Context: an optimization exercise on an open-source flow, tuned for small area, a short achievable clock period and few clock cycles. The choices shown serve that exercise and are no tape-out recipe. Where RTL was checked, it was by simulation tests only, not by an equivalence proof against the original. Power is estimated from default activity; no workload was simulated.

== run 1 ==
Design riscv_cpu, start of the top module:
module riscv_cpu (
    input         clk, reset,
    output [31:0] PC,
    input  [31:0] Instr,
    output        MemWrite,
    output [31:0] Mem_WrAddr, Mem_WrData,
    input  [31:0] ReadData
);
Settings: LEC_CHECK=0, CAP_MARGIN=20, CORE_MARGIN=2, CORE_UTILIZATION=35, SETUP_SLACK_MARGIN=5, SLEW_MARGIN=20, SYNTH_HIERARCHICAL=1, SYNTH_MINIMUM_KEEP_SIZE=20; clock period 12.0 ns.
standard.sh (not shown) runs the stock make flow with config.mk's settings and CLKGATE_MAP_FILE= SYNTH_SCRIPT=/design/flow/synth_recipe.tcl, a recipe that flattens the netlist after the stock synthesis.
==> flow/flow/run.sh <==
#!/bin/bash
# The standard layout (standard.sh), run in two parts, with these changes
# to how it is made (the SDC, with its clock period, is unchanged):
#  - timing repair aims at a setup margin of 7.9 ns up to CTS, and of 8.3 ns
#    at global routing (to leave room for what detailed routing adds)
#  - port buffers start as buf_4 instead of the delay buffer ORFS picks
#  - CTS: clkbuf_16 sink buffers on clusters of up to 16 flip-flops, no dummy loads
#  - one more round of timing repair after global routing (flow/grt_extra.tcl)
# make's full output goes to flow_cts.log and flow_finish.log in this folder.
set -euo pipefail
COMMON=(
  "BUFFER_PORTS_ARGS=-buffer_cell sky130_fd_sc_hd__buf_4"
  "CTS_ARGS=-sink_clustering_enable -repair_clock_nets -dont_use_dummy_load -sink_clustering_buffer sky130_fd_sc_hd__clkbuf_16 -sink_clustering_size 16 -sink_clustering_max_diameter 100"
)
bash standard.sh "${COMMON[@]}" SETUP_SLACK_MARGIN=7.9 cts > flow_cts.log 2>&1
bash standard.sh "${COMMON[@]}" SETUP_SLACK_MARGIN=8.3 "POST_GLOBAL_ROUTE_TCL=$PWD/flow/grt_extra.tcl" finish > flow_finish.log 2>&1
==> flow/flow/grt_extra.tcl <==
# one more round of timing repair on the global-routing parasitics
puts "extra timing repair after global routing"
log_cmd global_route -start_incremental
log_cmd estimate_parasitics -global_routing
repair_timing -setup_margin $::env(SETUP_SLACK_MARGIN) -hold_margin 0 -repair_tns 100 -verbose
log_cmd detailed_placement
log_cmd global_route -end_incremental
log_cmd estimate_parasitics -global_routing
report_worst_slack -max
Run 1 | stages: all done | timing, DRC, antenna: all pass
Testbench counts of run 1, summed over its fixed seeds: cycles 781,420.
Changes in run 2 relative to run 1:
--- a/flow/design.v
+++ b/flow/design.v
@@ -125,21 +125,23 @@
     .rd1(rf1), .rd2(rf2), .x1(ra)
 );
 wire ex_a = ~d_u & e_hit1;
 wire wb_a = ~d_u & ~e_hit1 & m_hit1;
 wire pc_a = d_u & ~d_lui;
 wire [31:0] a_in = (rf1 & {32{rf_a}}) | (ex_res & {32{ex_a}}) | (wb & {32{wb_a}}) | (d_pc & {32{pc_a}});
 wire [31:0] v2   = (rf2 & {32{rf_b}}) | (ex_res & {32{e_hit2}}) | (wb & {32{~e_hit2 & m_hit2}});
 wire stall = ir_v & e_ld & ((e_hit1 & use1) | (e_hit2 & use2));
 wire p       = d_fp;                              
 wire d_redir = ir_v & d_fp & ~d_fx;
-wire [31:0] sum = e_a + (e_b ^ {32{e_sub}}) + {31'b0, e_sub};
+wire [31:0] sum_a = e_a + e_b;
+wire [31:0] sum_s = e_a - e_b;
+wire [31:0] sum = e_sub ? sum_s : sum_a;
 reg [31:0] cl, ce;
 integer cs, ci;
 always @(*) begin
     cl = ~e_a & e_b;
     ce = ~(e_a ^ e_b);
     cl[31] = 1'b0;             
     ce[31] = 1'b1;
     for (cs = 1; cs < 32; cs = cs * 2)
         for (ci = 0; ci + cs < 32; ci = ci + 2 * cs) begin
             cl[ci + 2*cs - 1] = cl[ci + 2*cs - 1] | (ce[ci + 2*cs - 1] & cl[ci + cs - 1]);
## What came out
- Run 1 reached the final stage; the timing, design-rule and antenna checks on its layout passed.
- Run 2 was carried through to the last stage, and its layout satisfied the timing, design-rule and antenna checks.
- Delta (run 2 minus run 1): clock skew now larger; xor/xnor share of the synthesized area down 0.16 points; sequential area share after synthesis lost 0.83 points; met1 routed wirelength after detailed routing up about 3.3%.
- Path type of the worst setup path = reg2reg: run 2; path type of the worst setup path = in2reg: run 1
- Summary: with run 1 as the reference, total wire length after detailed routing in run 2 moved up by a few percent.
- Run 1 has higher effective utilization at floorplan than run 2.
- Note that the pin count of the biggest net entering global routing recorded for run 2 amounts to 1.3 times the value seen in run 1.
- Relative to run 1, the sequential power measured on run 2 has decreased slightly.
- Looking at leading power group, the registers result is from run 1; the combinational cells one comes from run 2.
- Multi-input logic cell count grows by a few percent when moving from run 1 to run 2.
- Area growth from synthesis to final layout ends up lower on run 1.
- Global-route usage: run 2 > run 1
No functional check of the RTL was part of run 2.

* * *

## try-juniper
riscv_cpu, a different RTL version from the one above (not shown whole).
For scale: roughly 5600 cells after synthesis, ~1300 flip-flops, ~67000 sq um of cells after synthesis.
clock: 12.0 ns
lec_check: 0
cap_margin: 20
core_margin: 2
core_utilization: 35
setup_slack_margin: 5
slew_margin: 20
synth_hierarchical: 1
synth_minimum_keep_size: 20
Scripts as last shown in full above: flow/flow/run.sh, flow/flow/grt_extra.tcl
try-juniper: complete, dirty (max-capacitance violations, max-slew violations)
--- input diff try-juniper..try-lagoon ---
-- flow/design.v --
<<< try-juniper, line 8
assign pc[31:12] = (sel_j | sel_b) ? hi : early[31:12];
assign pc[11:0]  = sel_j ? lo_j : sel_b ? lo_b : early[11:0];
endmodule
module reg_file (
>>> try-lagoon, line 8
assign pc[31:12] = (sel_j | sel_b) ? hi : early[31:12];
assign pc[11:0]  = sel_j ? lo_j : sel_b ? lo_b : early[11:0];
endmodule
module opsel (
    input  [31:0] rf1, rf2,           
    input  [31:0] ex, wb,             
    input  [31:0] pc, imm, alt,       
    input         a_rf, a_ex, a_wb, a_pc,
    input         b_rf, b_ex, b_wb, b_imm,
    input         x_rf, x_ex, x_wb, x_alt,
    output [31:0] a, b, x
);
assign a = (rf1 & {32{a_rf}}) | (ex & {32{a_ex}}) | (wb & {32{a_wb}}) | (pc  & {32{a_pc}});
assign b = (rf2 & {32{b_rf}}) | (ex & {32{b_ex}}) | (wb & {32{b_wb}}) | (imm & {32{b_imm}});
assign x = (rf2 & {32{x_rf}}) | (ex & {32{x_ex}}) | (wb & {32{x_wb}}) | (alt & {32{x_alt}});
endmodule
module reg_file (
<<< try-juniper, line 110
wire        d_fx   = d_hi0 & (d_lo[12] == ir[31]);
wire [31:0] d_pcp4 = d_pc + 32'd4;
wire [31:0] ex_res, sum;
wire e_hit1 = e_wr & (e_rd == rs1);
wire e_hit2 = e_wr & (e_rd == rs2);
>>> try-lagoon, line 123
wire        d_fx   = d_hi0 & (d_lo[12] == ir[31]);
wire [31:0] d_pcp4 = d_pc + 32'd4;
wire [31:0] ex_res;
wire e_hit1 = e_wr & (e_rd == rs1);
wire e_hit2 = e_wr & (e_rd == rs2);
<<< try-juniper, line 128
wire wb_a = ~d_u & ~e_hit1 & m_hit1;
wire pc_a = d_u & ~d_lui;
wire [31:0] ex_oth;
wire [31:0] a_in = (rf1 & {32{rf_a}}) | (sum & {32{ex_a & r_sum}}) | (ex_oth & {32{ex_a}}) |
                   (wb & {32{wb_a}}) | (d_pc & {32{pc_a}});
wire [31:0] v2   = (rf2 & {32{rf_b}}) | (sum & {32{e_hit2 & r_sum}}) | (ex_oth & {32{e_hit2}}) |
                   (wb & {32{~e_hit2 & m_hit2}});
wire stall = ir_v & e_ld & ((e_hit1 & use1) | (e_hit2 & use2));
wire p       = d_fp;                              
wire d_redir = ir_v & d_fp & ~d_fx;
assign sum = e_a + (e_b ^ {32{e_sub}}) + {31'b0, e_sub};
reg [31:0] cl, ce;
integer cs, ci;
>>> try-lagoon, line 141
wire wb_a = ~d_u & ~e_hit1 & m_hit1;
wire pc_a = d_u & ~d_lui;
wire p       = d_fp;                              
wire use_b = d_r | d_br;                          
wire use_x = ~d_link & ~d_br;                     
wire m_only2 = ~e_hit2 & m_hit2;
wire [31:0] a_in, b_in, x_in;
opsel ops (
    .rf1(rf1), .rf2(rf2), .ex(ex_res), .wb(wb),
    .pc(d_pc), .imm(imm), .alt((d_link | p) ? d_pcp4 : d_tgt),
    .a_rf(rf_a), .a_ex(ex_a), .a_wb(wb_a), .a_pc(pc_a),
    .b_rf(use_b & rf_b), .b_ex(use_b & e_hit2), .b_wb(use_b & m_only2), .b_imm(~use_b),
    .x_rf(use_x & rf_b), .x_ex(use_x & e_hit2), .x_wb(use_x & m_only2), .x_alt(~use_x),
    .a(a_in), .b(b_in), .x(x_in)
);
wire stall = ir_v & e_ld & ((e_hit1 & use1) | (e_hit2 & use2));
wire d_redir = ir_v & d_fp & ~d_fx;
wire [31:0] sum = e_a + (e_b ^ {32{e_sub}}) + {31'b0, e_sub};
reg [31:0] cl, ce;
integer cs, ci;
<<< try-juniper, line 181
    for (q = 0; q < 32; q = q + 1)
        lres[q] = r_lt[{e_a[q], e_b[q]}];
assign ex_oth = (shres & {32{r_sh}})  |
                {31'b0, (lt_s & r_slt) | (lt_u & r_sltu)} |
                lres |
                (e_x   & {32{r_link}});
assign ex_res = (sum   & {32{r_sum}}) |
                (shres & {32{r_sh}})  |
>>> try-lagoon, line 201
    for (q = 0; q < 32; q = q + 1)
        lres[q] = r_lt[{e_a[q], e_b[q]}];
assign ex_res = (sum   & {32{r_sum}}) |
                (shres & {32{r_sh}})  |
<<< try-juniper, line 250
    end
    e_a    <= a_in;
    e_b    <= (d_r | d_br) ? v2 : imm;
    e_x    <= d_link ? d_pcp4 : d_br ? (p ? d_pcp4 : d_tgt) : v2;
    e_bi   <= d_pc[4:2];
    e_j0   <= ir[31:20] == 12'b0;
>>> try-lagoon, line 266
    end
    e_a    <= a_in;
    e_b    <= b_in;
    e_x    <= x_in;
    e_bi   <= d_pc[4:2];
    e_j0   <= ir[31:20] == 12'b0;
--- outcome ---
The layout from try-lagoon, despite a flow that completed every stage, fails the layout checks, with the failing checks listed as max-capacitance violations, max-slew violations.
try-lagoon against try-juniper: routed wire length dropped 6.8%; placed instance area dropped 1.9%; upper clock frequency limit dropped 6.7%; total setup buffers inserted after CTS climbed 5.9%; met3 wire length dropped 11%.
Between try-juniper and try-lagoon, the flow reports number of ordinary inverters in the final layout decreasing by more than a quarter.
Taking try-juniper as the reference point, the clock skew of try-lagoon falls by 0.072 ns.
Across both runs, post-layout total power was lower for try-lagoon than for try-juniper.
On mean area per synthesized cell, try-lagoon tracks try-juniper almost exactly.
Number of top-level pins came out exactly the same in try-lagoon and try-juniper.
Growth of design area from synthesis to finish (try-lagoon over try-juniper): increase, 0.25 points
From try-juniper to try-lagoon the numbers moved as follows: worst hold slack saw little to no change; netlist area before placement saw a decrease.
No run of this note included a check of the RTL's function; only the layout flow was run.

[separate check: timing with driven ports]
In the flow no input, the clock included, has a driving cell. The finished layouts below were timed again as built, in two steps.
Step 1 sets driving cells, clkbuf_16 on the clock port and buf_2 on the other inputs (assumed; they add their load-dependent delay and slew).
Step 2, shift: input delay + t, output delay - t, t = (earliest + latest rising clock arrival at the registers) / 2. This alone moves slack from input paths to output paths.
Three values: ideal ports, drivers, drivers and shift; two values: the first two.
run	t (ns)	setup WS [ns]	worst register clock-pin slew, ns	worst data-port slew with drivers (ns)
run 1	0.820	8.206 / 8.154 / 7.409	0.09 / 0.09	0.13
run 2	0.814	7.721 / 7.721 / 7.064	0.08 / 0.08	0.09
try-juniper	0.798	8.038 / 8.038 / 7.412	0.10 / 0.10	0.12
try-lagoon	0.819	7.752 / 7.752 / 7.506	0.09 / 0.09	0.06
The setup slack of run 1, which loses most, moves by -0.052 ns with the drivers and by -0.797 ns with both steps.
